Source: an optimization exercise on an open RTL-to-GDS flow (aim: small area and a short achievable clock period). Production flows keep margins and buffers that such runs may drop.
The RTL was checked by simulation tests, not by an equivalence proof against the original design.
No run shown here takes its clock network from TritonCTS; it comes from the design's own scripts or RTL.
The clock input has no modelled driver; a real chip could not lean on it and would need a root buffer or a full tree.
Power and IR drop assume default switching activity.

## design/flow/constraint.sdc

```tcl
create_clock -name core_clock -period 2.5 [get_ports {clk}]
set_input_delay 0.5000 -clock core_clock [delete_from_list [all_inputs] [get_ports {clk}]]
set_output_delay 0.5000 -clock core_clock [all_outputs]
set_load 0.01 [all_outputs]
```

## design/flow/flow/cts_tree.tcl

```tcl

proc build_tree {leafsize nroot {leafcell sky130_fd_sc_hd__clkbuf_16} {rootcell sky130_fd_sc_hd__clkbuf_16}} {
  set block [ord::get_db_block]
  set db [ord::get_db]
  set master [$db findMaster $rootcell]
  set lmaster [$db findMaster $leafcell]
  set clk [$block findNet clk]
  set sinks {}
  foreach it [$clk getITerms] {
    set inst [$it getInst]
    set b [$inst getBBox]
    lappend sinks [list $it [expr {([$b xMin]+[$b xMax])/2}] [expr {([$b yMin]+[$b yMax])/2}]]
  }
  set n [llength $sinks]
  set nleaf [expr {int(ceil(double($n)/$leafsize))}]
  # bands: nb bands by y, each split by x
  set nb [expr {int(round(sqrt($nleaf)))}]
  set sinks [lsort -real -index 2 $sinks]
  set per_band [expr {int(ceil(double($n)/$nb))}]
  set leaves {}
  set li 0
  for {set bi 0} {$bi < $nb} {incr bi} {
    set band [lrange $sinks [expr {$bi*$per_band}] [expr {($bi+1)*$per_band-1}]]
    if {[llength $band] == 0} continue
    set band [lsort -real -index 1 $band]
    set nc [expr {int(ceil(double([llength $band])/$leafsize))}]
    set per [expr {int(ceil(double([llength $band])/$nc))}]
    for {set ci 0} {$ci < $nc} {incr ci} {
      set cl [lrange $band [expr {$ci*$per}] [expr {($ci+1)*$per-1}]]
      if {[llength $cl] == 0} continue
      set sx 0; set sy 0
      foreach s $cl { set sx [expr {$sx+[lindex $s 1]}]; set sy [expr {$sy+[lindex $s 2]}] }
      set cx [expr {int($sx/[llength $cl])}]; set cy [expr {int($sy/[llength $cl])}]
      set inst [odb::dbInst_create $block $lmaster "ckleaf_$li"]
      $inst setLocation $cx $cy
      $inst setPlacementStatus PLACED
      set net [odb::dbNet_create $block "cknet_leaf_$li"]
      $net setSigType CLOCK
      foreach s $cl { set it [lindex $s 0]; $it disconnect; $it connect $net }
      [$inst findITerm $::OUTPIN] connect $net
      lappend leaves [list $inst $cx $cy]
      incr li
    }
  }
  # roots: leaves split by x into two halves, each half by y into nroot/2
  # groups (quadrants for 4 roots); one root buffer per group
  set leaves [lsort -real -index 1 $leaves]
  set nl [llength $leaves]
  set half [expr {int(ceil($nl/2.0))}]
  set groups {}
  foreach hl [list [lrange $leaves 0 [expr {$half-1}]] [lrange $leaves $half end]] {
    set hl [lsort -real -index 2 $hl]
    set ng [expr {$nroot/2}]
    set per [expr {int(ceil(double([llength $hl])/$ng))}]
    for {set g 0} {$g < $ng} {incr g} {
      lappend groups [lrange $hl [expr {$g*$per}] [expr {($g+1)*$per-1}]]
    }
  }
  set r 0
  foreach gl $groups {
    if {[llength $gl] == 0} continue
    set sx 0; set sy 0
    foreach s $gl { set sx [expr {$sx+[lindex $s 1]}]; set sy [expr {$sy+[lindex $s 2]}] }
    set cx [expr {int($sx/[llength $gl])}]; set cy [expr {int($sy/[llength $gl])}]
    set inst [odb::dbInst_create $block $master "ckroot_$r"]
    $inst setLocation $cx $cy
    $inst setPlacementStatus PLACED
    set net [odb::dbNet_create $block "cknet_root_$r"]
    $net setSigType CLOCK
    foreach s $gl { [[lindex $s 0] findITerm $::INPIN] connect $net }
    [$inst findITerm $::OUTPIN] connect $net
    [$inst findITerm $::INPIN] connect $clk
    incr r
  }
  puts "tree: $n sinks, [llength $leaves] leaves, $nroot roots"
}

set ::OUTPIN Y
set ::INPIN A
set leaf_size 24
set nroot 4
build_tree $leaf_size $nroot sky130_fd_sc_hd__clkinv_8 sky130_fd_sc_hd__clkinv_16
set_propagated_clock [all_clocks]

rename repair_clock_inverters orfs_repair_clock_inverters
proc repair_clock_inverters {args} {
  puts "repair_clock_inverters skipped: clock tree built by the PRE_CTS_TCL hook"
}
rename clock_tree_synthesis orfs_clock_tree_synthesis
proc clock_tree_synthesis {args} {
  puts "clock_tree_synthesis skipped: clock tree built by the PRE_CTS_TCL hook"
}
```

## design/flow/flow/run.sh

```bash
#!/bin/bash
# Standard ORFS layout (the standard.sh), except that:
#  - the clock tree is built by flow/cts_tree.tcl (a PRE_CTS_TCL hook)
#    instead of ORFS's CTS;
#  - the port buffers are buf_2 cells (ORFS's default pick is a delay cell).
set -euo pipefail
work=$(pwd)
bash standard.sh PRE_CTS_TCL="$work/flow/cts_tree.tcl" \
    "BUFFER_PORTS_ARGS=-inputs -outputs -buffer_cell sky130_fd_sc_hd__buf_2" \
    finish > "$work/standard_flow.log" 2>&1
```

## design/flow/standard.sh

```bash
#!/bin/bash
# synth_recipe.tcl (not shown) runs the flow's synth.tcl, then flattens the netlist and writes it again
# the make line also repeats each setting of config.mk as NAME=value (left out here)
make -C /OpenROAD-flow-scripts/flow DESIGN_CONFIG=/design/flow/config.mk WORK_HOME=/design/flow/orfs CLKGATE_MAP_FILE= SYNTH_SCRIPT=/design/flow/synth_recipe.tcl "${@:-finish}"
```

## design/flow/config.mk

```make
export PLATFORM = sky130hd
export DESIGN_NAME = fifo_priority
export DESIGN_NICKNAME = fifo_priority
export VERILOG_FILES = /design/flow/design.v
export SDC_FILE = /design/flow/constraint.sdc
export NUM_CORES = 4
export LEC_CHECK = 0
export CAP_MARGIN = 20
export CORE_MARGIN = 2
export CORE_UTILIZATION = 74
export SETUP_SLACK_MARGIN = 1.15
export SLEW_MARGIN = 20
export SYNTH_HIERARCHICAL = 1
export SYNTH_MINIMUM_KEEP_SIZE = 0
export TNS_END_PERCENT = 20
```

## design/flow/design.v

```verilog
`timescale 1ns / 1ps
module fifo_queue16 (
    input  wire         clk,
    input  wire         rst,
    input  wire         wr_en,
    input  wire [31:0]  din,
    input  wire         pop,
    output wire [15:0]  rsel,
    output wire [15:0]  rsel_b,     
    output wire [511:0] mem_q,    
    output reg          empty,      
    output reg          full,
    output reg          ne,         
    output wire         empty_n     
);
reg nf;                             
reg [31:0] mem [0:15];
reg [15:0] wsel;
reg [7:0]  jc;      
wire one     = jc[0] & ~jc[1];    
wire fifteen = jc[7] & ~jc[6];    
wire push    = wr_en & nf;
integer i;
always @(posedge clk) begin
    for (i = 0; i < 16; i = i + 1)
        if (wsel[i]) mem[i] <= din;
end
genvar g;
generate
    for (g = 0; g < 16; g = g + 1) begin : q
        assign mem_q[32*g +: 32] = mem[g];
    end
endgenerate
wire ns    = ~rst;
wire w_r   = ns & ~nf & pop;
wire w_s   = ns & nf & wr_en & ~(fifteen & ~pop);
wire w_h   = ns & nf & ~wr_en;
wire r_w   = ns & ~ne & wr_en;
wire r_s   = ns & ne & pop & ~(one & ~push);
wire r_h   = ns & ne & ~pop;
wire inc   = push & ~pop;
wire dec   = pop & ~push;
wire j_u   = ns & inc;
wire j_d   = ns & dec;
wire j_h   = ns & ~inc & ~dec;
assign empty_n = rst | (~ne & ~push) | (one & pop & ~push);
wire   full_n  = ns & ((~nf & ~pop) | (fifteen & push & ~pop));
wire [15:0] wsel_n, rsel_n;
wire [7:0]  jc_n;
wire [15:0] wsel_rot = {wsel[14:0], wsel[15]};
wire [15:0] rsel_rot = {rsel[14:0], rsel[15]};
wire [7:0]  jc_up    = {jc[6:0], ~jc[7]};
wire [7:0]  jc_dn    = {~jc[0], jc[7:1]};
fifo_reg16 ra (.clk(clk), .d(rsel_n), .q(rsel));
fifo_reg16 rb (.clk(clk), .d(rsel_n), .q(rsel_b));
genvar k;
generate
    for (k = 0; k < 16; k = k + 1) begin : ptr
        fifo_sel3 ws (.a(rsel[k]), .sa(w_r), .b(wsel_rot[k]), .sb(w_s), .c(wsel[k]), .sc(w_h), .y(wsel_n[k]));
        fifo_sel3 rs (.a(wsel[k]), .sa(r_w), .b(rsel_rot[k]), .sb(r_s), .c(rsel[k]), .sc(r_h), .y(rsel_n[k]));
    end
    for (k = 0; k < 8; k = k + 1) begin : cnt
        fifo_sel3 js (.a(jc_up[k]), .sa(j_u), .b(jc_dn[k]), .sb(j_d), .c(jc[k]), .sc(j_h), .y(jc_n[k]));
    end
endgenerate
always @(posedge clk) begin
    wsel  <= {wsel_n[15:1], wsel_n[0] | rst};
    jc    <= jc_n;
    empty <= empty_n;
    ne    <= ~empty_n;
    full  <= full_n;
    nf    <= ~full_n;
end
endmodule
module fifo_reg16 (
    input  wire        clk,
    input  wire [15:0] d,
    output reg  [15:0] q
);
always @(posedge clk)
    q <= d;
endmodule
module fifo_sel3 (
    input  wire a, sa,
    input  wire b, sb,
    input  wire c, sc,
    output wire y
);
wire na, nb, nc;
fifo_nand2 ga (.a(sa), .b(a), .y(na));
fifo_nand2 gb (.a(sb), .b(b), .y(nb));
fifo_nand2 gc (.a(sc), .b(c), .y(nc));
fifo_nand3 gy (.a(na), .b(nb), .c(nc), .y(y));
endmodule
module fifo_nand2 (input wire a, b, output wire y);
assign y = ~(a & b);
endmodule
module fifo_nand3 (input wire a, b, c, output wire y);
assign y = ~(a & b & c);
endmodule
module fifo_aor8 (
    input  wire [7:0] s,
    input  wire [7:0] d,
    output wire       y
);
assign y = |(s & d);
endmodule
module fifo_dout_next (
    input  wire [3:0] p,
    input  wire       hload,
    input  wire       lload,
    input  wire       hold,
    input  wire       q,
    output wire       y
);
assign y = (hload & (p[0] | p[1])) | (lload & (p[2] | p[3])) | (hold & q);
endmodule
module fifo_priority #(
    parameter DATA_WIDTH = 32,
    parameter DEPTH = 16,
    parameter ADDR_WIDTH = 4    
)(
    input wire clk,
    input wire rst,
    input wire hp_wr_en,
    input wire [DATA_WIDTH-1:0] hp_din,
    input wire lp_wr_en,
    input wire [DATA_WIDTH-1:0] lp_din,
    input wire rd_en,
    output reg [DATA_WIDTH-1:0] dout,
    output wire hp_empty,
    output wire lp_empty,
    output wire hp_full,
    output wire lp_full
);
wire [15:0]  hp_rsel, lp_rsel, hp_rsel_b, lp_rsel_b;
wire [511:0] hp_mem, lp_mem;
wire hp_pop = rd_en & hp_ne;
wire hp_empty_n, lp_empty_n;
wire hp_ne, lp_ne;
reg  lp_ok;
always @(posedge clk)
    lp_ok <= hp_empty_n & ~lp_empty_n;
wire lp_pop = rd_en & lp_ok;
fifo_queue16 hpq (
    .clk(clk), .rst(rst), .wr_en(hp_wr_en), .din(hp_din), .pop(hp_pop),
    .rsel(hp_rsel), .rsel_b(hp_rsel_b), .mem_q(hp_mem), .empty(hp_empty), .full(hp_full), .ne(hp_ne), .empty_n(hp_empty_n)
);
fifo_queue16 lpq (
    .clk(clk), .rst(rst), .wr_en(lp_wr_en), .din(lp_din), .pop(lp_pop),
    .rsel(lp_rsel), .rsel_b(lp_rsel_b), .mem_q(lp_mem), .empty(lp_empty), .full(lp_full), .ne(lp_ne), .empty_n(lp_empty_n)
);
wire fire  = rd_en & (hp_ne | lp_ok);
wire hload = rd_en & hp_ne & ~rst;
wire lload = rd_en & lp_ok & ~rst;
wire hold  = ~fire & ~rst;
wire [31:0] dout_d;
genvar b, e;
generate
    for (b = 0; b < 32; b = b + 1) begin : bit_
        wire [7:0] hd0, hd1, ld0, ld1;
        for (e = 0; e < 8; e = e + 1) begin : ent
            assign hd0[e] = hp_mem[32*e + b];
            assign hd1[e] = hp_mem[32*(e+8) + b];
            assign ld0[e] = lp_mem[32*e + b];
            assign ld1[e] = lp_mem[32*(e+8) + b];
        end
        wire [3:0] p;
        wire [15:0] hs = (b < 16) ? hp_rsel : hp_rsel_b;
        wire [15:0] ls = (b < 16) ? lp_rsel : lp_rsel_b;
        fifo_aor8 h0 (.s(hs[7:0]),  .d(hd0), .y(p[0]));
        fifo_aor8 h1 (.s(hs[15:8]), .d(hd1), .y(p[1]));
        fifo_aor8 l0 (.s(ls[7:0]),  .d(ld0), .y(p[2]));
        fifo_aor8 l1 (.s(ls[15:8]), .d(ld1), .y(p[3]));
        fifo_dout_next n (.p(p), .hload(hload), .lload(lload), .hold(hold), .q(dout[b]), .y(dout_d[b]));
    end
endgenerate
always @(posedge clk)
    dout <= dout_d;
endmodule
```

==> results of run 1 <==
[registers in the layout, summed over array words and instances, names as in the netlist]
register,count
dout,32
hpq.empty,1
hpq.full,1
hpq.jc,8
hpq.mem,512
hpq.ne,1
hpq.nf,1
hpq.ra.q,16
hpq.rb.q,16
hpq.wsel,16
lp_ok,1
lpq.empty,1
lpq.full,1
lpq.jc,8
lpq.mem,512
lpq.ne,1
lpq.nf,1
lpq.ra.q,16
lpq.rb.q,16
lpq.wsel,16
[per-module statistics from Yosys (local to each module, per instance), excerpt]
| module | cells inside | cell area (µm²) |
|---|---|---|
| fifo_nand2 | 1 | 3.75 |
| fifo_dout_next | 4 | 18.8 |
| fifo_queue16 | 569 | 16100 |
| fifo_reg16 | 16 | 320 |
| fifo_aor8 | 5 | 36.3 |
| fifo_nand3 | 1 | 5.00 |
| fifo_priority | 40 | 723 |
[critical path: cells and delay by family, from the launching register on]
kind,cells,cell delay [ns]
flops,1,0.32
buf+inv,1,0.18
compound gates,2,0.55
simple gates,2,0.32
[area by class of cell]
class	instances	area [µm²]	area share
well taps	704	881	0.0190
multi-input cells	1140	7880	0.170
repair buffers	242	2400	0.0518
inverters	65	1040	0.0224
diodes	6	15.0	0.000324
flip-flops and latches	1177	34100	0.736
[logic make-up after synthesis]
| kind of cell | after synthesis | share of synthesized area |
|---|---|---|
| and+or+nand+nor | 544 | 0.0644 |
| AOI/OAI and AO/OA | 595 | 0.106 |
| buffers and inverters | 14 | 0.00227 |
| DFF | 1177 | 0.828 |
[worst max-delay path by stage]
| stage | startpoint | end | slack (ns) | cells past startpoint |
|---|---|---|---|---|
| global route | lp_ok | lpq.wsel[0] | 0.96 | 7 |
| floorplan | rd_en | lpq.wsel[0] | 0.97 | 7 |
| detailed placement | rst | lpq.ra.q[10] | 0.40 | 5 |
| CTS | hpq.ra.q[11] | dout[5] | 1.08 | 6 |
| global placement | rst | lpq.ra.q[15] | 0.45 | 5 |
| finish | lpq.ra.q[11] | dout[2] | 1.01 | 5 |
[metal layers]
metal  GRT usage  part of all wire  wire [µm]  vias up
li1            -                 -          -    10200
met1       0.475              0.34      36600    12200
met2       0.610              0.50      53400     1871
met3      0.0635              0.11      11700      320
met4       0.152             0.042       4510        8
met5           0           0.00054         57        -
[where the power goes]
group | total [mW] | internal (mW) | switching [mW]
logic | 0.919 | 0.288 | 0.631
registers | 21.6 | 21.5 | 0.160
clock network | 7.31 | 0.964 | 6.35
[repair_timing]
item	in CTS	in global routing
endpoints found under the setup margin	198	254
endpoints found under the hold margin	0	0
gates cloned	5	4
gates resized for setup	208	116
pin swaps	58	54
buffers inserted	29	36
[layout by cell type (no fill, tap or decap), types with 4 or more instances in the layout]
master,netlist,routed
a22oi_1,512,459
a22oi_2,0,53
buf_12,0,51
buf_16,0,4
buf_2,2,105
buf_4,2,60
buf_6,4,18
clkinv_16,0,4
clkinv_8,0,55
dfxtp_1,153,54
dfxtp_2,0,42
dfxtp_4,0,57
diode_2,0,6
edfxtp_1,1024,1024
inv_1,6,6
nand2_1,272,260
nand2_4,2,14
nand3_1,114,98
nand3_2,0,16
nand4_1,128,128
nor2_4,0,4
nor3_4,0,5
nor3b_4,0,6
o21ai_1,64,16
o21ai_2,0,37
o21ai_4,0,11
[synthesized netlist by cell type, drive strengths merged]
cell    instances
edfxtp       1024
a22oi         512
nand2         274
dfxtp         153
nand4         128
nand3         114
o21ai          64
buf             8
a21oi           6
inv             6
nor3            6
nor3b           6
nor2b           5
a211oi          4
nor2            3
a211o           2
a21o            2
a311o           2
a311oi          2
and2            2
nand2b          2
nand3b          2
or2             2
o21a            1
==> impl_metrics.tcl, run 1 <==
set metrics [dict create \
    min_period_over_period 0.595 \
    syn_area_per_cell_um2 17.5 \
    setup_tns_ns 0 \
    worst_ep_required_time_ns 2.75 \
    area_growth_syn_to_layout_pct 13.3 \
    io_buffers 104 \
    grt_usage 0.362 \
    ir_drop_uv 843 \
    cp.arrival_ns 1.74 \
    initial_utilization 0.744 \
    crit_type "flip-flop to flip-flop" \
    hold_depth 2 \
    grt_pass1_wl_um 149000 \
    powerDensity_nw_per_um2 645 \
    clkTransAtPathRegs_ns 0.11 \
    antenna_found_initial 10 \
    tightestPinTransition_ns 0.770 \
    synthTopCellsByArea "edfxtp_1 75%, a22oi_1 9.4%, dfxtp_1 7.5%, nand2_1 2.5%, nand4_1 2.0%" \
    period_needed_ns 1.49 \
    rsz0062_at_grt "true" \
    core_area_um2 54900 \
    total_power_mw 29.9 \
    rows 86 \
    final_layout_size_suffix_gt1_frac 0.215 \
    synth_top_area_cell "edfxtp_1" \
    skew_ns 0.0545 \
    hold_end "dout[4]" \
    hp-start "dout[4]" \
    drv_slew 0 \
    drcViolationCount 0 \
    reg2reg_slack_ns 1.01 \
    pre_cts_ws_ns 0.404 \
    routed_via_density 7.38 \
    post-route-cell-area_um2 46300 \
    synth_top_area_share 0.753 \
    fin_cells 3334 \
    synthCells 2330 \
    grt_pass1_vias 23600 \
    dpl.hpwl_um 58700 \
    cpPeakStageDelay_ns 0.32 \
    grt_max_degree 36 \
    drv_cap 0 \
    dieWidth_um 239 \
    ys_ff_latch 1177 \
    yosys_warnings 10 \
    num-nets-final 2695 \
    cp_slowest_cell "dfxtp_1" \
    syn_nets 2399 \
    fin_ws_ns 1.01 \
    whs_ns 0.474 \
    r2r-start "lpq.ra.q[11]" \
    seq_area_frac_synth 0.828 \
    reg2reg_depth 5 \
    worstSkewPairLatency_ns 0.36 \
    min_path_type "flip-flop to flip-flop" \
    fmax_mhz 672 \
    synth_cell_type_count 29 \
    hold_buffers 0 \
    dpl_cell_area_um2 43300 \
    vias 24600 \
    antenna_left 0 \
    fin_util 0.844 \
    grt.overflow.total 0 \
    place_inst 3195 \
    hold_violations 0 \
    io_pins 105 \
    die_height_um 239 \
    r2r_end "dout[2]" \
    worstPathMaxFanout 19 \
    status "finished clean" \
    syn_area_um2 40800 \
    drt_iter0_markers 3958 \
    crit_path_end_kind "flip-flop" \
    place.gp.congestion 0.817 \
    dieArea_um2 57100 \
    p_leak_nw 14.7 \
    setup_viol 0 \
    relSlewSlack 0.487 \
    cp_cell_sequence "buf_6 > a22oi_2 > nand4_1 > o21ai_2 > nand3_1" \
    routed_wl_um 106000 \
    drt-pass1-iter-count 6 \
    routedWlPerCell_um 31.9 \
    num-fill-cells 2494 \
    start_kind "flip-flop" \
]
==> inputs of run 2 (changes only) <==
--- a/design/flow/config.mk
+++ b/design/flow/config.mk
@@ -9,5 +9,5 @@
 export CORE_MARGIN = 2
 export CORE_UTILIZATION = 74
-export SETUP_SLACK_MARGIN = 1.15
+export SETUP_SLACK_MARGIN = 1.25
 export SLEW_MARGIN = 20
 export SYNTH_HIERARCHICAL = 1
==> impl_metrics.tcl, run 2 <==
set metrics [dict create \
    status "finished clean" \
    tightestPinTransition_ns 0.684 \
    crit_path_end_kind "flip-flop" \
    cp_cell_sequence "buf_12 > a22oi_1 > nand4_1 > o21ai_4 > nand3_2" \
    setup_tns_ns 0 \
    yosys.cell_count.top_type "edfxtp_1" \
    routedWlPerCell_um 34.4 \
    synthTopCellsByCount "1024 x edfxtp_1, 512 x a22oi_1, 272 x nand2_1" \
    synthCells 2330 \
    p_leak_nw 15.8 \
    hold_violations 0 \
    syn_area_per_cell_um2 17.5 \
    rsz0062_at_grt "true" \
    worstSkewPairLatency_ns 0.36 \
    fmax_mhz 641 \
    drt_iter0_markers 4293 \
    period_needed_ns 1.56 \
    min_period_over_period 0.624 \
    die_height_um 239 \
    dieWidth_um 239 \
    grt_pass1_vias 24800 \
    cp.arrival_ns 1.81 \
    cpPeakStageDelay_ns 0.34 \
    seq_area_frac_synth 0.828 \
    routed_via_density 7.53 \
    vias 25800 \
    grt_max_degree 36 \
    io_buffers 104 \
    reg.largest.list "hpq.mem: 512 flops, lpq.mem: 512 flops, dout: 32 flops" \
    cp_slowest_cell "dfxtp_2" \
    synth_ff_type "edfxtp_1" \
    skew_ns 0.0462 \
    area_growth_syn_to_layout_pct 18.1 \
    synthSimpleGateAreaFrac 0.0644 \
    pre_cts_ws_ns 0.460 \
    syn_nets 2399 \
    final_layout_size_suffix_gt1_frac 0.313 \
    powerDensity_nw_per_um2 625 \
    drt-pass1-iter-count 6 \
    total_power_mw 30.2 \
    dieArea_um2 57100 \
    mostFrequentLayoutCell "edfxtp_1" \
    clkTransAtPathRegs_ns 0.11 \
    synth_edf_count 1024 \
    relSlewSlack 0.544 \
    rows 86 \
    dpl.hpwl_um 60200 \
    synthXorXnorAreaFrac 0 \
    start_kind "flip-flop" \
    synth_top_area_share 0.753 \
    ys_ff_latch 1177 \
    synth_top_area_cell "edfxtp_1" \
    synth_top_family_by_area "compound AO/OA/AOI/OAI gates" \
    synth_cell_type_count 29 \
    worstPathMaxFanout 17 \
    drv_slew 0 \
    synth_compound_area_frac 0.106 \
    core_area_um2 54900 \
    min_path_type "flip-flop to flip-flop" \
    synthTopCellsByArea "edfxtp_1 75%, a22oi_1 9.4%, dfxtp_1 7.5%, nand2_1 2.5%, nand4_1 2.0%" \
    yosys_warnings 10 \
    reg2reg_slack_ns 0.94 \
    whs_ns 0.478 \
    ir_drop_uv 987 \
    routed_wl_um 118000 \
    layout.cells.most_common_list "1024 x edfxtp_1, 324 x a22oi_1, 226 x nand2_1, 188 x a22oi_2, 128 x nand4_1" \
    drcViolationCount 0 \
    fin_util 0.879 \
    crit_type "flip-flop to flip-flop" \
    io_pins 105 \
    antenna_left 0 \
    fin_ws_ns 0.939 \
    setup_viol 0 \
    antenna_found_initial 8 \
    grt.overflow.total 0 \
    drv_cap 0 \
    grt_pass1_wl_um 163000 \
    place.gp.congestion 0.824 \
    initial_utilization 0.744 \
    num-nets-final 2780 \
    worst_ep_required_time_ns 2.75 \
    synthArstFlopShare 0 \
    syn_area_um2 40800 \
    muxShareOfSynthArea 0 \
    grt_usage 0.399 \
    synthAdderAreaFrac 0 \
]
## run 2: what timing repair did
item | in CTS | in global routing
gates cloned | 6 | 3
hold buffers | 0 | 0
resized for setup | 442 | 204
endpoints found under the setup margin | 530 | 597
pin swaps | 229 | 157
setup buffers | 117 | 26
## run 2: cell type report
| type | instances | area (µm²) |
|---|---|---|
| sequential | 1177 | 34100 |
| fill | 2110 | 6630 |
| tap | 704 | 881 |
| timing repair buffer | 327 | 3370 |
| multi-input combinational | 1140 | 8800 |
| antenna | 7 | 17.5 |
| inverter | 65 | 1040 |
## run 2: modules after synthesis (local to each module, per instance), a selection
module          cell area [µm²]  flip-flops and latches  cells  times used
fifo_aor8                  36.3                       0      5         128
fifo_dout_next             18.8                       0      4          32
fifo_nand2                 3.75                       0      1         240
fifo_nand3                 5.00                       0      1          80
fifo_priority               723                      33     40           1
fifo_queue16              16100                     540    569           2
fifo_reg16                  320                      16     16           4
## run 2: path summary, 6_finish.rpt
| kind | from | end | cells past startpoint |
|---|---|---|---|
| max reg2reg | lpq.ra.q[5] | dout[4] | 5 |
| min reg2reg | dout[26] | dout[26] | 2 |
| max | lpq.ra.q[5] | dout[4] | 5 |
| min | dout[26] | dout[26] | 2 |
## run 2: logic make-up after synthesis
logic type	Yosys count
flip-flops	1177
AO/OA/AOI/OAI	595
AND/OR/NAND/NOR	544
buffers and inverters	14
## run 2: per-layer routing
layer / wire, µm / up-vias / global-route usage
met5: 27 / - / 0
met2: 57500 / 2334 / 0.661
met3: 15100 / 497 / 0.0726
li1: - / 10300 / -
met1: 38100 / 12600 / 0.525
met4: 6800 / 4 / 0.184
## run 2: metrics by stage
step                cells  cell area [µm²]
global route         3418            48200
CTS                  3384            47100
floorplan            2330            41100
global placement     3202            43200
detailed placement   3202            43200
finish               3420            48200
## run 2: where the power goes
part | switching, mW | internal (mW)
sequential | 0.167 | 21.5
clock | 6.56 | 0.966
combinational | 0.688 | 0.319
total | 7.42 | 22.8
## run 2: worst max-delay path: cells and delay by family (launching register included)
family / cells / cell delay (ns)
AOI/OAI and AO/OA: 2 / 0.56
buffers and inverters: 1 / 0.15
DFF: 1 / 0.34
and+or+nand+nor: 2 / 0.39
==> inputs of run 3 (changes only) <==
--- a/design/flow/config.mk
+++ b/design/flow/config.mk
@@ -9,5 +9,5 @@
 export CORE_MARGIN = 2
 export CORE_UTILIZATION = 74
-export SETUP_SLACK_MARGIN = 1.25
+export SETUP_SLACK_MARGIN = 1.1
 export SLEW_MARGIN = 20
 export SYNTH_HIERARCHICAL = 1
==> impl_metrics.tcl, run 3 <==
set metrics [dict create \
    dpl.hpwl_um 59400 \
    num-fill-cells 2628 \
    place_inst 3197 \
    layout.cells.most_common_list "1024 x edfxtp_1, 483 x a22oi_1, 272 x nand2_1, 128 x nand4_1, 114 x nand3_1" \
    skew_ns 0.0484 \
    min_period_over_period 0.618 \
    synthCells 2330 \
    core_area_um2 54900 \
    antenna_left 0 \
    dieWidth_um 239 \
    synthTopCellsByArea "edfxtp_1 75%, a22oi_1 9.4%, dfxtp_1 7.5%, nand2_1 2.5%, nand4_1 2.0%" \
    rows 86 \
    synthXorXnorAreaFrac 0 \
    cp_cell_sequence "buf_4 > a22oi_1 > nand4_1 > o21ai_2 > nand3_1" \
    relSlewSlack 0.491 \
    clkTransAtPathRegs_ns 0.11 \
    drcViolationCount 0 \
    final_layout_size_suffix_gt1_frac 0.191 \
    grt_pass1_wl_um 146000 \
    seq_area_frac_synth 0.828 \
    cp_slowest_cell "dfxtp_4" \
    routed_wl_um 104000 \
    dr_wl_met3_um 11300 \
    hold_violations 0 \
    setup_tns_ns 0 \
    synthTopCellsByCount "1024 x edfxtp_1, 512 x a22oi_1, 272 x nand2_1" \
    drt-pass1-iter-count 6 \
    drv_slew 0 \
    grt_pass1_vias 23200 \
    crit_path_end_kind "flip-flop" \
    worstPathMaxFanout 8 \
    fin_cells 3328 \
    total_power_mw 29.8 \
    synth_top_area_cell "edfxtp_1" \
    hp-start "dout[31]" \
    synth_compound_area_frac 0.106 \
    reg.largest.list "hpq.mem: 512 flops, lpq.mem: 512 flops, dout: 32 flops" \
    r2r-start "hpq.ra.q[13]" \
    met1_length_um 36100 \
    initial_utilization 0.744 \
    area_growth_syn_to_layout_pct 11.6 \
    ys_ff_latch 1177 \
    synth_ff_type "edfxtp_1" \
    drt_iter0_markers 3718 \
    synthAdderAreaFrac 0 \
    startpoint "hpq.ra.q[13]" \
    muxShareOfSynthArea 0 \
    setup_viol 0 \
    grt_max_degree 34 \
    synth_top_family_by_area "compound AO/OA/AOI/OAI gates" \
    yosys.cell_count.top_type "edfxtp_1" \
    powerDensity_nw_per_um2 654 \
    pre_cts_ws_ns 0.463 \
    cpPeakStageDelay_ns 0.44 \
    rsz0062_at_grt "true" \
    syn_area_per_cell_um2 17.5 \
    met2_length_um 52300 \
    mostFrequentLayoutCell "edfxtp_1" \
    period_needed_ns 1.55 \
    synth_edf_count 1024 \
    cp.arrival_ns 1.79 \
    io_buffers 104 \
    grt_usage 0.350 \
    fmax_mhz 647 \
    status "finished clean" \
    highest_layer "met5" \
    ir_drop_uv 854 \
    worstSkewPairLatency_ns 0.35 \
    syn_area_um2 40800 \
    place.gp.congestion 0.839 \
    vias 24200 \
    num-nets-final 2689 \
    worst_ep_required_time_ns 2.75 \
    p_leak_nw 14.4 \
    min_path_type "flip-flop to flip-flop" \
    synth_top_area_share 0.753 \
    synthSimpleGateAreaFrac 0.0644 \
    synth_cell_type_count 29 \
    io_pins 105 \
    routed_via_density 7.28 \
    syn_nets 2399 \
    antenna_found_initial 8 \
    crit_type "flip-flop to flip-flop" \
    reg2reg_slack_ns 0.95 \
    hold_buffers 0 \
    drv_cap 0 \
    fin_ws_ns 0.955 \
    tightestPinTransition_ns 0.763 \
    die_height_um 239 \
    routedWlPerCell_um 31.3 \
    grt.overflow.total 0 \
    dieArea_um2 57100 \
    start_kind "flip-flop" \
    synthArstFlopShare 0 \
    yosys_warnings 10 \
    whs_ns 0.474 \
]
[run 3: cell count changes in the layout (fill, tap and decap cells not counted), sizes merged]
| cell | change |
|---|---|
| buf | -96 |
| clkbuf | +3 |
| and2 | +2 |
| diode | -1 |
[run 3: cell families after synthesis]
logic type             after synthesis
buffers and inverters               14
AO/OA/AOI/OAI                      595
AND/OR/NAND/NOR                    544
flip-flops                        1177
[run 3: timing repair]
item | CTS | global route
cloned | 1 | 4
setup buffers | 16 | 45
resized for setup | 96 | 126
setup endpoints to repair | 200 | 222
pin swaps | 14 | 60
[run 3: metrics by stage]
stage | area (µm²) | utilization
floorplan | 41000 | -
global placement | 43100 | 0.786
detailed placement | 43100 | 0.786
CTS | 44600 | 0.812
global route | 45600 | 0.830
finish | 45600 | 0.831
[run 3: modules after synthesis (local to each module, per instance), excerpt]
module,area [µm²],times used,cells
fifo_dout_next,18.8,32,4
fifo_nand2,3.75,240,1
fifo_priority,723,1,40
fifo_queue16,16100,2,569
fifo_nand3,5.00,80,1
fifo_aor8,36.3,128,5
[run 3: where the power goes]
part | total, mW | switching (mW) | internal, mW
combinational | 0.845 | 0.598 | 0.247
sequential | 21.7 | 0.170 | 21.5
clock | 7.33 | 6.36 | 0.964
total | 29.8 | 7.13 | 22.7
[run 3: area by class of cell]
cell class | instances | area (µm²) | area share
inverters | 65 | 1040 | 0.0228
repair buffers | 234 | 2090 | 0.0459
well taps | 704 | 881 | 0.0193
diodes | 6 | 15.0 | 0.000329
flip-flops and latches | 1177 | 34100 | 0.748
multi-input cells | 1142 | 7480 | 0.164
[run 3: final timing paths]
path | endpoint | cells after the start
max | dout[8] | 5
min reg2reg | dout[31] | 2
max reg2reg | dout[8] | 5
min | dout[31] | 2
[run 3: worst max-delay path: cells and delay by family (launching register included)]
| family | cells | cell delay, ns |
|---|---|---|
| and+or+nand+nor | 2 | 0.27 |
| buffers and inverters | 1 | 0.22 |
| AOI/OAI and AO/OA | 2 | 0.50 |
| DFF | 1 | 0.44 |
[run 3: metal layers]
layer	global-route usage	vias to the layer above
li1	-	10200
met1	0.467	12000
met2	0.597	1717
met3	0.0486	295
met4	0.136	6
met5	0	-
==> inputs of run 4 (changes only) <==
--- a/design/flow/config.mk
+++ b/design/flow/config.mk
@@ -9,5 +9,5 @@
 export CORE_MARGIN = 2
 export CORE_UTILIZATION = 74
-export SETUP_SLACK_MARGIN = 1.1
+export SETUP_SLACK_MARGIN = 1.2
 export SLEW_MARGIN = 20
 export SYNTH_HIERARCHICAL = 1
==> impl_metrics.tcl, run 4 <==
set metrics [dict create \
    io_pins 105 \
    num-nets-final 2739 \
    grt.overflow.total 0 \
    powerDensity_nw_per_um2 638 \
    rows 86 \
    vias 25100 \
    syn_nets 2399 \
    cp_slowest_cell "dfxtp_4" \
    post-route-cell-area_um2 47100 \
    routed_via_density 7.45 \
    synth_edf_count 1024 \
    regArea_um2 34100 \
    syn_area_per_cell_um2 17.5 \
    worstSkewPairLatency_ns 0.37 \
    synth_top_area_cell "edfxtp_1" \
    yosys.cell_count.top_type "edfxtp_1" \
    yosys_warnings 10 \
    dpl.hpwl_um 61800 \
    tightestPinTransition_ns 0.689 \
    crit_type "flip-flop to flip-flop" \
    initial_utilization 0.744 \
    grt_usage 0.376 \
    relSlewSlack 0.541 \
    area_growth_syn_to_layout_pct 15.2 \
    antenna_found_initial 5 \
    hold_violations 0 \
    hold_buffers 0 \
    setup_tns_ns 0 \
    ir_drop_uv 835 \
    p_leak_nw 15.6 \
    die_height_um 239 \
    drcViolationCount 0 \
    drv_slew 0 \
    routed_wl_um 111000 \
    routedWlPerCell_um 33.0 \
    grt_pass1_wl_um 154000 \
    synth_ff_type "edfxtp_1" \
    io_buffers 104 \
    reg2reg_slack_ns 0.88 \
    place.gp.congestion 0.873 \
    synthArstFlopShare 0 \
    synthTopCellsByArea "edfxtp_1 75%, a22oi_1 9.4%, dfxtp_1 7.5%, nand2_1 2.5%, nand4_1 2.0%" \
    mostFrequentLayoutCell "edfxtp_1" \
    num-fill-cells 2315 \
    status "finished clean" \
    synthTopCellsByCount "1024 x edfxtp_1, 512 x a22oi_1, 272 x nand2_1" \
    dieArea_um2 57100 \
    setup_viol 0 \
    cp_cell_sequence "clkbuf_4 > a22oi_1 > nand4_1 > o21ai_2 > nand3_1" \
    period_needed_ns 1.62 \
    r2r-start "hpq.ra.q[13]" \
    drt_iter0_markers 4268 \
    grt_max_degree 32 \
    min_path_type "flip-flop to flip-flop" \
    layout.cells.most_common_list "1024 x edfxtp_1, 445 x a22oi_1, 217 x nand2_1, 128 x nand4_1, 90 x buf_2" \
    reg2reg_depth 5 \
    worstPathMaxFanout 6 \
    syn_area_um2 40800 \
    min_period_over_period 0.649 \
    synth_top_area_share 0.753 \
    critical_path.endpoint "dout[10]" \
    rsz0062_at_grt "true" \
    fin_util 0.857 \
    multi_input_area_um2 8220 \
    final_layout_size_suffix_gt1_frac 0.259 \
    clkTransAtPathRegs_ns 0.11 \
    r2r_end "dout[10]" \
    crit_path_end_kind "flip-flop" \
    grt_pass1_vias 24200 \
    start_kind "flip-flop" \
    antenna_left 0 \
    dieWidth_um 239 \
    drt-pass1-iter-count 6 \
    cp.arrival_ns 1.89 \
    skew_ns 0.0551 \
    seq_area_frac_synth 0.828 \
    synthCells 2330 \
    fmax_mhz 616 \
    reg.largest.list "hpq.mem: 512 flops, lpq.mem: 512 flops, dout: 32 flops" \
    ys_ff_latch 1177 \
    core_area_um2 54900 \
    startpoint "hpq.ra.q[13]" \
    worst_ep_required_time_ns 2.76 \
    drv_cap 0 \
    dpl_cell_area_um2 43200 \
    synth_cell_type_count 29 \
    cpPeakStageDelay_ns 0.41 \
]
## run 4: cell types whose count changed in the layout (fill, tap and decap cells not counted), sizes merged
| cell | change |
|---|---|
| and2 | -1 |
| buf | +51 |
| diode | -2 |
## run 4: cell families (layout without fill, tap and decap cells)
group / Yosys count / after routing / synth area share
AOI/OAI and AO/OA: 595 / 595 / 0.106
buffers and inverters: 14 / 350 / 0.00227
DFF: 1177 / 1177 / 0.828
other: 0 / 4 / 0
and+or+nand+nor: 544 / 546 / 0.0644
## run 4: worst min path at each step
stage          startpoint   endpoint  slack, ns  depth (start not counted)
5_1_grt          dout[18]   dout[18]       0.49                          2
4_1_cts          dout[18]   dout[18]       0.47                          2
3_5_place_dp      dout[3]    dout[3]       0.45                          2
3_3_place_gp     dout[27]   dout[27]       0.45                          2
2_1_floorplan   lpq.jc[2]  lpq.jc[1]       0.45                          2
6_report         dout[18]   dout[18]       0.47                          2
## run 4: area by class of cell
| class | instances | share of cell area |
|---|---|---|
| Timing Repair Buffer | 285 | 0.0590 |
| Multi-Input combinational cell | 1141 | 0.175 |
| Sequential cell | 1177 | 0.725 |
| Inverter | 65 | 0.0220 |
| Tap cell | 704 | 0.0187 |
| Antenna cell | 4 | 0.000213 |
## run 4: report_power, final
part	switching (mW)	total, mW	internal [mW]
Clock	6.44	7.40	0.960
Sequential	0.171	21.6	21.5
Combinational	0.675	0.975	0.300
## run 4: timing repair
action                     in CTS  in global routing
buffers inserted               81                 25
gates cloned                    5                  3
resized for setup             310                174
setup endpoints to repair     611                603
pin swaps                     103                 84
## run 4: critical path: cells and delay by family (launching register included)
kind | cells | cell delay, ns
AOI/OAI and AO/OA | 2 | 0.52
buffers and inverters | 1 | 0.21
DFF | 1 | 0.41
and+or+nand+nor | 2 | 0.36
## run 4: metrics by stage
stage                     instances  total power [mW]  worst slack, ns  hold WS [ns]
after CTS                      3344              29.9             1.04         0.470
after floorplan                2330              22.4            0.972         0.448
after global routing           3375              30.6            0.878         0.489
after detailed placement       3199              22.9            0.486         0.452
final                          3376              30.0            0.877         0.473
after global placement         3199              22.8            0.509         0.446
## run 4: Yosys stat by module, one instance, submodules excluded, excerpt
module / cell area, µm² / flops+latches / times used / cells
fifo_priority: 723 / 33 / 1 / 40
fifo_dout_next: 18.8 / 0 / 32 / 4
fifo_reg16: 320 / 16 / 4 / 16
fifo_aor8: 36.3 / 0 / 128 / 5
fifo_queue16: 16100 / 540 / 2 / 569
fifo_nand3: 5.00 / 0 / 80 / 1
fifo_nand2: 3.75 / 0 / 240 / 1
## run 4: per-layer routing
metal | share of wire | wire, µm | GRT usage
met1 | 0.34 | 37500 | 0.506
met2 | 0.49 | 54800 | 0.614
met3 | 0.13 | 14000 | 0.0771
met4 | 0.046 | 5130 | 0.152
met5 | 0.00013 | 14 | 0
==> inputs of run 5 (changes only) <==
--- a/design/flow/config.mk
+++ b/design/flow/config.mk
@@ -8,6 +8,6 @@
 export CAP_MARGIN = 20
 export CORE_MARGIN = 2
-export CORE_UTILIZATION = 74
-export SETUP_SLACK_MARGIN = 1.2
+export CORE_UTILIZATION = 68
+export SETUP_SLACK_MARGIN = 1.0
 export SLEW_MARGIN = 20
 export SYNTH_HIERARCHICAL = 1
==> impl_metrics.tcl, run 5 <==
set metrics [dict create \
    ir_drop_uv 913 \
    pre_cts_ws_ns 0.0244 \
    reg.largest.list "hpq.mem: 512 flops, lpq.mem: 512 flops, dout: 32 flops" \
    dpl_cell_area_um2 43200 \
    drcViolationCount 0 \
    initial_utilization 0.689 \
    fin_ws_ns 0.921 \
    synthCells 2330 \
    reg2reg_depth 5 \
    ys_ff_latch 1177 \
    p_sw_frac 0.238 \
    io_pins 105 \
    place.gp.congestion 0.833 \
    post-route-cell-area_um2 44900 \
    drt_iter0_markers 3013 \
    drt-pass1-iter-count 5 \
    worstSkewPairLatency_ns 0.35 \
    skew_ns 0.0455 \
    syn_area_per_cell_um2 17.5 \
    synthTopCellsByArea "edfxtp_1 75%, a22oi_1 9.4%, dfxtp_1 7.5%, nand2_1 2.5%, nand4_1 2.0%" \
    vias 23500 \
    r2r-start "lpq.ra.q[12]" \
    drv_cap 0 \
    combPwrFrac 0.027 \
    seq_area_frac_synth 0.828 \
    multi_input_area_um2 7250 \
    min_period_over_period 0.632 \
    num-nets-final 2677 \
    yosys.cell_count.top_type "edfxtp_1" \
    hold_end "dout[25]" \
    grt_pass1_vias 23100 \
    antenna_found_initial 3 \
    period_needed_ns 1.58 \
    syn_area_um2 40800 \
    p_sw_mw 7.09 \
    status "finished clean" \
    synth_edf_count 1024 \
    p_clk_frac 0.246 \
    routed_wl_um 100000 \
    rsz0062_at_grt "true" \
    worstPathMaxFanout 11 \
    synth_cell_type_count 29 \
    clkTransAtPathRegs_ns 0.11 \
    die_height_um 249 \
    grt_max_degree 36 \
    setup_tns_ns 0 \
    crit_type "flip-flop to flip-flop" \
    grt_pass1_wl_um 147000 \
    mostFrequentLayoutCell "edfxtp_1" \
    synthArstFlopShare 0 \
    antenna_left 0 \
    cp.arrival_ns 1.81 \
    dieArea_um2 62000 \
    drv_slew 0 \
    dieWidth_um 249 \
    rows 89 \
    hp-start "dout[25]" \
    crit_path_end_kind "flip-flop" \
    hold_violations 0 \
    area_growth_syn_to_layout_pct 9.93 \
    core_area_um2 59200 \
    io_buffers 104 \
    final_layout_size_suffix_gt1_frac 0.163 \
    r2r_end "dout[6]" \
    layout.cells.most_common_list "1024 x edfxtp_1, 512 x a22oi_1, 268 x nand2_1, 128 x nand4_1, 109 x nand3_1" \
    p_leak_nw 14.2 \
    routed_via_density 6.95 \
    place_inst 3288 \
    dpl.hpwl_um 58600 \
    syn_nets 2399 \
    synth_ff_type "edfxtp_1" \
    routedWlPerCell_um 29.7 \
    synth_top_area_cell "edfxtp_1" \
    powerDensity_nw_per_um2 664 \
    synthTopCellsByCount "1024 x edfxtp_1, 512 x a22oi_1, 272 x nand2_1" \
    whs_ns 0.483 \
    p_int_mw 22.7 \
    reg2reg_slack_ns 0.92 \
    fin_util 0.758 \
    tightestPinTransition_ns 0.750 \
    min_path_type "flip-flop to flip-flop" \
    relSlewSlack 0.500 \
    yosys_warnings 10 \
    start_kind "flip-flop" \
    total_power_mw 29.8 \
    fmax_mhz 633 \
    setup_viol 0 \
    num-fill-cells 3444 \
    fin_cells 3381 \
    grt.overflow.total 0 \
    hold_depth 2 \
    worst_ep_required_time_ns 2.73 \
    grt_usage 0.319 \
    synth_top_area_share 0.753 \
    regArea_um2 33900 \
    p_seq_frac 0.727 \
]
==> run 5: cell count changes in the layout (fill, tap and decap cells not counted), moves of 34 or more <==
| cell | delta |
|---|---|
| a22oi_1 | +67 |
| a22oi_2 | -67 |
| buf_6 | -48 |
| dfxtp_2 | +34 |
| dfxtp_4 | -65 |
| nand2_1 | +51 |
| nand3_1 | +39 |
| nand3_2 | -37 |
==> run 5: logic make-up (layout without fill, tap and decap cells) <==
group | Yosys count | after routing | share of synthesized area
other | 0 | 2 | 0
AOI/OAI and AO/OA | 595 | 595 | 0.106
buffers and inverters | 14 | 286 | 0.00227
and+or+nand+nor | 544 | 548 | 0.0644
DFF | 1177 | 1177 | 0.828
==> run 5: layout make-up <==
cell class,count,share of cell area
repair buffers,221,0.0380
multi-input cells,1143,0.162
diodes,2,0.000111
inverters,65,0.0231
well taps,773,0.0215
flip-flops and latches,1177,0.756
==> run 5: worst max path at each step <==
stage	from	endpoint	slack, ns
2_1_floorplan	rd_en	hpq.wsel[0]	0.78
3_3_place_gp	rst	dout[7]	0.02
3_5_place_dp	rst	dout[7]	0.02
4_1_cts	hpq.ne	hpq.jc[3]	0.90
5_1_grt	lp_ok	lpq.jc[5]	0.87
6_report	lpq.ra.q[12]	dout[6]	0.92
==> run 5: per-module statistics from Yosys, one instance, submodules excluded, a selection <==
module | flops+latches | area (µm²) | times used | cells inside
fifo_queue16 | 540 | 16100 | 2 | 569
fifo_priority | 33 | 723 | 1 | 40
fifo_reg16 | 16 | 320 | 4 | 16
fifo_aor8 | 0 | 36.3 | 128 | 5
fifo_dout_next | 0 | 18.8 | 32 | 4
fifo_nand3 | 0 | 5.00 | 80 | 1
fifo_nand2 | 0 | 3.75 | 240 | 1
==> run 5: power groups by stage <==
stage | combinational, mW | sequential [mW] | clock [mW]
5_1_grt | 0.854 | 21.7 | 8.00
6_report | 0.794 | 21.7 | 7.33
4_1_cts | 0.756 | 21.7 | 7.38
3_3_place_gp | 0.667 | 22.1 | 0
3_5_place_dp | 0.698 | 22.1 | 0
2_1_floorplan | 0.215 | 22.1 | 0
==> run 5: routing by layer <==
| layer | vias to the layer above | track usage | share of wire |
|---|---|---|---|
| li1 | 10100 | - | - |
| met1 | 11800 | 0.436 | 0.37 |
| met2 | 1347 | 0.550 | 0.51 |
| met3 | 220 | 0.0350 | 0.091 |
| met4 | 4 | 0.0981 | 0.034 |
| met5 | - | 0 | 0.00029 |
==> run 5: critical path, stage by stage, from the launching register on <==
cell     delay [ns]
dfxtp_2        0.44
buf_4          0.25
a22oi_1        0.20
nand4_1        0.17
o21ai_2        0.31
nand3_1        0.11
==> run 5: what timing repair did <==
item                       in CTS  in global routing
setup endpoints to repair     138                142
gates cloned                    4                  1
hold endpoints to repair        0                  0
gates resized for setup        81                 30
hold buffers                    0                  0
pin swaps                       9                  6
buffers inserted               19                  8
==> inputs of run 6 (changes only) <==
--- a/design/flow/config.mk
+++ b/design/flow/config.mk
@@ -8,6 +8,6 @@
 export CAP_MARGIN = 20
 export CORE_MARGIN = 2
-export CORE_UTILIZATION = 68
-export SETUP_SLACK_MARGIN = 1.0
+export CORE_UTILIZATION = 71
+export SETUP_SLACK_MARGIN = 1.15
 export SLEW_MARGIN = 20
 export SYNTH_HIERARCHICAL = 1
==> impl_metrics.tcl, run 6 <==
set metrics [dict create \
    crit_type "flip-flop to flip-flop" \
    mostFrequentLayoutCell "edfxtp_1" \
    drt_iter0_markers 3593 \
    io_pins 105 \
    seq_area_frac_synth 0.828 \
    skew_ns 0.0524 \
    syn_area_um2 40800 \
    crit_path_end_kind "flip-flop" \
    clkTransAtPathRegs_ns 0.10 \
    synthTopCellsByArea "edfxtp_1 75%, a22oi_1 9.4%, dfxtp_1 7.5%, nand2_1 2.5%, nand4_1 2.0%" \
    ir_drop_uv 920 \
    die_height_um 244 \
    dr_wl_met3_um 11300 \
    synthCells 2330 \
    fin_cells 3422 \
    rows 87 \
    synthTopCellsByCount "1024 x edfxtp_1, 512 x a22oi_1, 272 x nand2_1" \
    p_leak_nw 14.7 \
    highest_layer "met5" \
    worstPathMaxFanout 7 \
    setup_tns_ns 0 \
    num-nets-final 2733 \
    hold_violations 0 \
    dieArea_um2 59500 \
    routed_wl_um 107000 \
    fmax_mhz 658 \
    tightestPinTransition_ns 0.692 \
    min_period_over_period 0.608 \
    initial_utilization 0.722 \
    final_layout_size_suffix_gt1_frac 0.236 \
    synth_top_area_share 0.753 \
    worst_ep_required_time_ns 2.72 \
    place_inst 3261 \
    io_buffers 104 \
    met2_length_um 53300 \
    synthArstFlopShare 0 \
    synth_top_area_cell "edfxtp_1" \
    reg.largest.list "hpq.mem: 512 flops, lpq.mem: 512 flops, dout: 32 flops" \
    status "finished clean" \
    place.gp.congestion 0.836 \
    setup_viol 0 \
    ys_ff_latch 1177 \
    drv_cap 0 \
    synth_edf_count 1024 \
    start_kind "flip-flop" \
    period_needed_ns 1.52 \
    grt_usage 0.354 \
    grt_max_degree 34 \
    antenna_left 0 \
    cp.arrival_ns 1.74 \
    synth_cell_type_count 29 \
    drv_slew 0 \
    routedWlPerCell_um 31.3 \
    fin_ws_ns 0.980 \
    routed_via_density 7.13 \
    grt.overflow.total 0 \
    worstSkewPairLatency_ns 0.35 \
    dpl.hpwl_um 59400 \
    grt_pass1_vias 23700 \
    antenna_found_initial 7 \
    syn_area_per_cell_um2 17.5 \
    syn_nets 2399 \
    grt_pass1_wl_um 153000 \
    yosys.cell_count.top_type "edfxtp_1" \
    relSlewSlack 0.538 \
    layout.cells.most_common_list "1024 x edfxtp_1, 429 x a22oi_1, 269 x nand2_1, 128 x nand4_1, 107 x nand3_1" \
    synth_ff_type "edfxtp_1" \
    core_area_um2 56600 \
    met1_length_um 37800 \
    min_path_type "flip-flop to flip-flop" \
    vias 24400 \
    yosys_warnings 10 \
    area_growth_syn_to_layout_pct 14.2 \
    dieWidth_um 244 \
    pre_cts_ws_ns 0.561 \
    powerDensity_nw_per_um2 640 \
    drt-pass1-iter-count 6 \
    rsz0062_at_grt "true" \
    drcViolationCount 0 \
]
## run 6: cell counts after synthesis
No cell type changed its count.
## run 6: layout make-up
type                    instances  area [µm²]
flip-flops and latches       1177       34100
fillers                      2752        9950
multi-input cells            1140        7910
repair buffers                280        2660
inverters                      65        1040
well taps                     756         946
diodes                          4        10.0
## run 6: per-layer routing
metal  vias to the layer above  track usage
met1                     12200        0.480
met3                       289       0.0568
met2                      1607        0.588
met5                         -            0
met4                         8        0.136
li1                      10300            -
## run 6: logic make-up (layout without fill, tap and decap cells)
family / Yosys count / after routing / synth area share
buf+inv: 14 / 345 / 0.00227
flops: 1177 / 1177 / 0.828
other cells: 0 / 4 / 0
simple gates: 544 / 545 / 0.0644
compound gates: 595 / 595 / 0.106
## run 6: path summary, 6_finish.rpt
kind,start,endpoint,slack (ns),cells past startpoint
worst max-delay path,lpq.ra.q[10],dout[4],0.98,5
worst min-delay path,dout[24],dout[24],0.48,2
worst max register to register,lpq.ra.q[10],dout[4],0.98,5
worst min register to register,dout[24],dout[24],0.48,2
## run 6: critical path: stages, from the launching register on
cell	delay (ns)
dfxtp_4	0.40
buf_4	0.17
a22oi_2	0.16
nand4_1	0.23
o21ai_4	0.31
nand3_1	0.11
## run 6: modules after synthesis, one instance, submodules excluded, excerpt
| module | cells inside | cell area (µm²) | times used |
|---|---|---|---|
| fifo_queue16 | 569 | 16100 | 2 |
| fifo_priority | 40 | 723 | 1 |
| fifo_reg16 | 16 | 320 | 4 |
| fifo_aor8 | 5 | 36.3 | 128 |
| fifo_dout_next | 4 | 18.8 | 32 |
| fifo_nand3 | 1 | 5.00 | 80 |
| fifo_nand2 | 1 | 3.75 | 240 |
## run 6: report_power, final
| group | total (mW) | switching, mW | internal [mW] |
|---|---|---|---|
| registers | 21.6 | 0.160 | 21.5 |
| clock network | 7.33 | 6.37 | 0.965 |
| logic | 0.871 | 0.608 | 0.262 |
## run 6: timing repair
action	in CTS	in global routing
resized for setup	221	137
endpoints found under the setup margin	296	343
pin swaps	74	86
hold buffers	0	0
setup buffers	63	29
cloned	4	2
## run 6: through the flow
step,power [mW],utilization,hold WS [ns],instance area [µm²]
2_1_floorplan,22.4,-,0.448,41000
3_3_place_gp,22.8,0.765,0.438,43300
4_1_cts,29.8,0.807,0.479,45700
3_5_place_dp,22.9,0.765,0.458,43300
6_report,29.8,0.824,0.476,46700
5_1_grt,30.6,0.824,0.496,46700

## separate check: timing with driven ports
The flow's constraints put no driver on any port. The routed layouts listed below were extracted and timed again, unchanged, in two steps. Step 1: set_driving_cell puts a clkbuf_16 on clk and a buf_2 on each other input, an assumption about the parent block. Step 2 times the ports against the registers' clock, not the clock port: input delays grow and output delays shrink by t, the midpoint of the rising clock arrivals with the driver on. a / b / c = ideal ports / drivers / drivers and shift; a / b = the first two.
run | t (ns) | setup slack, ns | worst setup path at the end | clock arrival spread, ns
run 1 | 0.601 | 1.012 / 0.814 / 0.652 | input to register | 0.055 / 0.056
run 2 | 0.608 | 0.939 / 0.814 / 0.694 | input to register | 0.049 / 0.050
run 3 | 0.601 | 0.955 / 0.747 / 0.710 | input to register | 0.056 / 0.057
run 4 | 0.611 | 0.877 / 0.798 / 0.598 | input to register | 0.064 / 0.065
run 5 | 0.601 | 0.921 / 0.740 / 0.610 | input to register | 0.051 / 0.053
run 6 | 0.591 | 0.980 / 0.818 / 0.765 | input to register | 0.058 / 0.059
After both steps every run listed still meets setup and hold. The setup slack of run 1, which loses most, moves by -0.198 ns with the drivers and by -0.360 ns with both steps.
